Context: an optimization exercise on an open-source flow, tuned for small area. The choices shown serve that exercise and are no tape-out recipe.
In this exercise RTL edits were held to simulation tests only and were not proved equivalent to the original.

Setup of v6:
Design NfiVe32_CORE, start of the top module:
module NfiVe32_CORE (
	input					HCLK,							 
	input					HRESETn,						 
	output 	wire [31:0]		HADDR,				 
	output 	wire [ 2:0]  	HSIZE,				 
	output 	wire [ 1:0]  	HTRANS,				 
	output 	wire [31:0]  	HWDATA,				 
	output 	wire         	HWRITE,				 
	input  	wire [31:0]  	HRDATA,				 
	input  	wire         	HREADY,				 
	output	wire			SLEEP,
  	input  	wire         	NMI,				 
  	input  	wire         	IRQ,				 
    input  	wire [4:0]   	IRQ_NUM,			 
  	input  	wire 	    	SYSTICKCLK,			 
	output	wire			SYSTICKINT,
  	output 	wire [31:0]		IRQ_MASK,
	output	wire			SAFE_TO_HALT
);
    reg [1:0]   CYC, NCYC;
    reg         RUN;
    reg         IS32;
    reg         INEXCEPTION;
    reg [31:0]  PC;
    reg [31:0]  INSTR;
    reg [31:0]  R1;              
    reg [31:0]  CSR_TIME;
    reg [31:0]  CSR_TIMELOAD;
    reg [2:0]   CSR_MIE;
    reg [31:0]  CSR_IRQMASK;
    reg [31:0]  CSR_EPC;
    wire        C0 = (CYC==2'h0), C1 = (CYC==2'h1), C2 = (CYC==2'h2), C3 = (CYC==2'h3);
	wire [2:0]	func3		=	INSTR[14:12];
    wire        instr_i     =   (INSTR[6:2] == 5'b00_100);
	wire        instr_r     =   (INSTR[6:2] == 5'b01_100);
    wire        instr_lui   = 	(INSTR[6:2] == 5'b01_101);
	wire        instr_auipc = 	(INSTR[6:2] == 5'b00_101);
	wire        instr_branch = 	(INSTR[6:2] == 5'b11_000);
	wire        instr_jalr  = 	(INSTR[6:2] == 5'b11_001);
	wire        instr_jal   = 	(INSTR[6:2] == 5'b11_011);
    wire        instr_store = 	(INSTR[6:2] == 5'b01_000);
	wire        instr_load  = 	(INSTR[6:2] == 5'b00_000);
	wire		instr_muldiv	=	instr_r & (INSTR[31:25] == 7'b1);
    wire [11:0] csr_num     =   INSTR[31:20]; 
    wire        instr_priv  =   (INSTR[6:2] ==  5'h1C);
    wire        instr_wrcsr =   instr_priv & (func3 == 3'd1);
    wire        instr_sys0  =   instr_priv & (func3 == 3'b0);
    wire        instr_ecall =   instr_sys0 & (csr_num == 12'h0);
    wire        instr_ebreak=   instr_sys0 & (csr_num == 12'h1);
	wire        instr_mret  =   instr_sys0 & (csr_num == 12'h302);
  ...
Settings: LEC_CHECK=0, ABC_AREA=1, CAP_MARGIN=20, CORE_MARGIN=2, CORE_UTILIZATION=55, CTS_BUF_LIST=sky130_fd_sc_hd__clkbuf_8, CTS_CLUSTER_DIAMETER=50, CTS_CLUSTER_SIZE=15, SLEW_MARGIN=10; clock period 15.0 ns.
standard.sh (not shown) runs the stock make flow with config.mk's settings and CLKGATE_MAP_FILE= SYNTH_SCRIPT=/design/flow/synth_recipe.tcl, a recipe that flattens the netlist after the stock synthesis.
==> flow/flow/run.sh <==
#!/bin/bash
set -e
export CTS_ARGS="-sink_clustering_enable -repair_clock_nets -dont_use_dummy_load -sink_clustering_size 15 -sink_clustering_max_diameter 50 -buf_list sky130_fd_sc_hd__clkbuf_8"
bash standard.sh > standard_flow.log 2>&1
[inputs] v7 vs v6
--- a/flow/design.v
+++ b/flow/design.v
@@ -236,13 +236,13 @@
 		if (!rst_n) cnt <= 6'd0;
 		else if (start) cnt <= cnt + 6'd1;
 		else cnt <= 6'd0;
 	assign done = ((cnt == 6'd2) & (ismul | dz)) | (cnt == 6'd35);
 	wire [63:0] p_mul, p_div;
 	wire [31:0] r_mul, r_div;
-	mul mul_unit (.cnt(start ? cnt[1:0] : 2'd3), .op(op[1:0]), .op1(op1), .op2(op2), .P(P), .Pn(p_mul), .result(r_mul));
+	mul mul_unit (.cnt(cnt[1:0]), .op(op[1:0]), .op1(op1), .op2(op2), .P(P), .Pn(p_mul), .result(r_mul));
 	div div_unit (.cnt(cnt), .op(op[1:0]), .op1(op1), .op2(op2), .dz(dz), .P(P), .Pn(p_div), .result(r_div),
 	              .sub_a(div_a), .sub(div_sub), .sum(alu_s), .carry(alu_c));
 	always @(posedge clk)
 		if (wb_we)
 			P[31:0] <= wb_d;
 		else if (start & (ismul | (cnt <= 6'd33)))
@@ -353,39 +353,39 @@
         3'b100:  taken = lt;
         3'b101:  taken = ~lt;
         3'b110: taken = ltu;
         3'b111: taken = ~ltu;
         default:  taken = 1'b0;
     endcase
-    wire [31:0] agu     =   ((instr_load | instr_store | instr_jalr) ? r1 : PC) + imm;
+    wire [31:0] pci     =   PC + imm;
     wire        four    =   C0 | IS32;
     wire [30:0] pcinc_h;
     radd #(31) pc_inc  (.a(PC[31:1]), .b({29'd0, four, ~four}), .ci(1'b0), .s(pcinc_h), .co());
     wire [31:0] pcinc   =   {pcinc_h, PC[0]};
-    wire [31:0] npc     =   ((taken & instr_branch) | instr_jal | instr_jalr) ? agu : pcinc;
+    wire [31:0] npc     =   ((taken & instr_branch) | instr_jal) ? pci : instr_jalr ? alur : pcinc;
 	wire [31:0] mul_div_r;
 	wire [31:0] WB;              
 	wire        mul_div_done;
 	NfiVe_MDU MULDIV(
 		.clk(HCLK), .rst_n(HRESETn), .start(C2 & instr_muldiv), .done(mul_div_done),
 		.op(func3), .op1(r1), .op2(r2), .result(mul_div_r),
-		.wb_we(C2 & ~instr_muldiv), .wb_d(instr_auipc ? agu : pcinc), .wb_q(WB),
+		.wb_we(C2 & ~instr_muldiv), .wb_d(instr_auipc ? pci : pcinc), .wb_q(WB),
 		.div_a(div_a), .div_sub(div_sub), .alu_s(alur), .alu_c(alu_co)
 	);
-    wire [1:0]  la      =   agu[1:0];
+    wire [1:0]  la      =   alur[1:0];
     wire [7:0]  lb      =   (la==2'd0) ? HRDATA[7:0] : (la==2'd1) ? HRDATA[15:8] : (la==2'd2) ? HRDATA[23:16] : HRDATA[31:24];
     wire [15:0] lh      =   la[1] ? HRDATA[31:16] : HRDATA[15:0];
     wire [31:0] hrdata  =   (func3[1:0]==2'd0) ? {{24{lb[7] & ~func3[2]}}, lb} :
                             (func3[1:0]==2'd1) ? {{16{lh[15] & ~func3[2]}}, lh} : HRDATA;
 	wire [31:0] rf_dw	= 	(instr_jal | instr_jalr | instr_auipc) ? WB : 
                             instr_load      ?   hrdata  : 
 							instr_muldiv    ?	mul_div_r : alur;
     always @(posedge HCLK)
         if (rf_wr & C3 & (rd != 5'd0))
             RF[rd] <= rf_dw;
-    assign HADDR        = ~RUN ? 32'h0 : C3 ? {PC[31:2],2'b0} : C0 ? {pcinc[31:2],2'b0} : agu;
+    assign HADDR        = ~RUN ? 32'h0 : C3 ? {PC[31:2],2'b0} : C0 ? {pcinc[31:2],2'b0} : alur;
     assign HTRANS[0]    = 1'h0;
     assign HTRANS[1]    = ~RUN | C3 | (C0 & unaligned) | (C2 & (instr_load | instr_store));
     assign HWRITE       = C2 & instr_store;
     assign HSIZE        = {1'b0, INSTR[13:12]};
     assign HWDATA       = INSTR[13] ? r2 : INSTR[12] ? {2{r2[15:0]}} : {4{r2[7:0]}};
 	assign SLEEP        = C3 & instr_wfi;
Findings:
- From v6 to v7 the numbers moved as follows: peak fanout along the critical path -23; count of different cell masters after synthesis climbed 5.5%.
- Looking only at routed length on met1, and setting everything else aside, the lower value of v6 and v7 goes to v6.
- In v7, the overall track demand over capacity in global routing came out 0.98 points above the value in v6.
- The share of final layout cell area taken by non-clock buffers in v7 sits 1.5 points above the value recorded for v6.
- Per the comparison of v7 with v6, area growth from synthesis to final layout picked up an extra 1.8 points; routed wire length +6.5 mm.

[re-timing with driven ports]
No port has a modelled driver above. Below, the same layouts with a new extraction and two added sets of constraints. Step 1, drivers: a clkbuf_16 drives HCLK and a buf_2 each remaining input, both assumed. Step 2 also shifts input and output timing later by t, the mid clock arrival at the registers, as if the neighbouring blocks saw the same clock. Three values: no drivers, after step 1, after step 2; two values: the first two.
| run | shift t [ns] | setup slack, ns | clock arrival spread, ns |
|---|---|---|---|
| v6 | 0.945 | 0.569 / 0.521 / -0.424 | 0.155 / 0.154 |
| v7 | 0.968 | 0.413 / 0.390 / -0.163 | 0.150 / 0.150 |
Met with ideal ports but missed after step 2: setup timing in v6 and v7. For v6, which loses most, drivers alone change the setup slack by -0.048 ns; drivers and shift together by -0.993 ns.
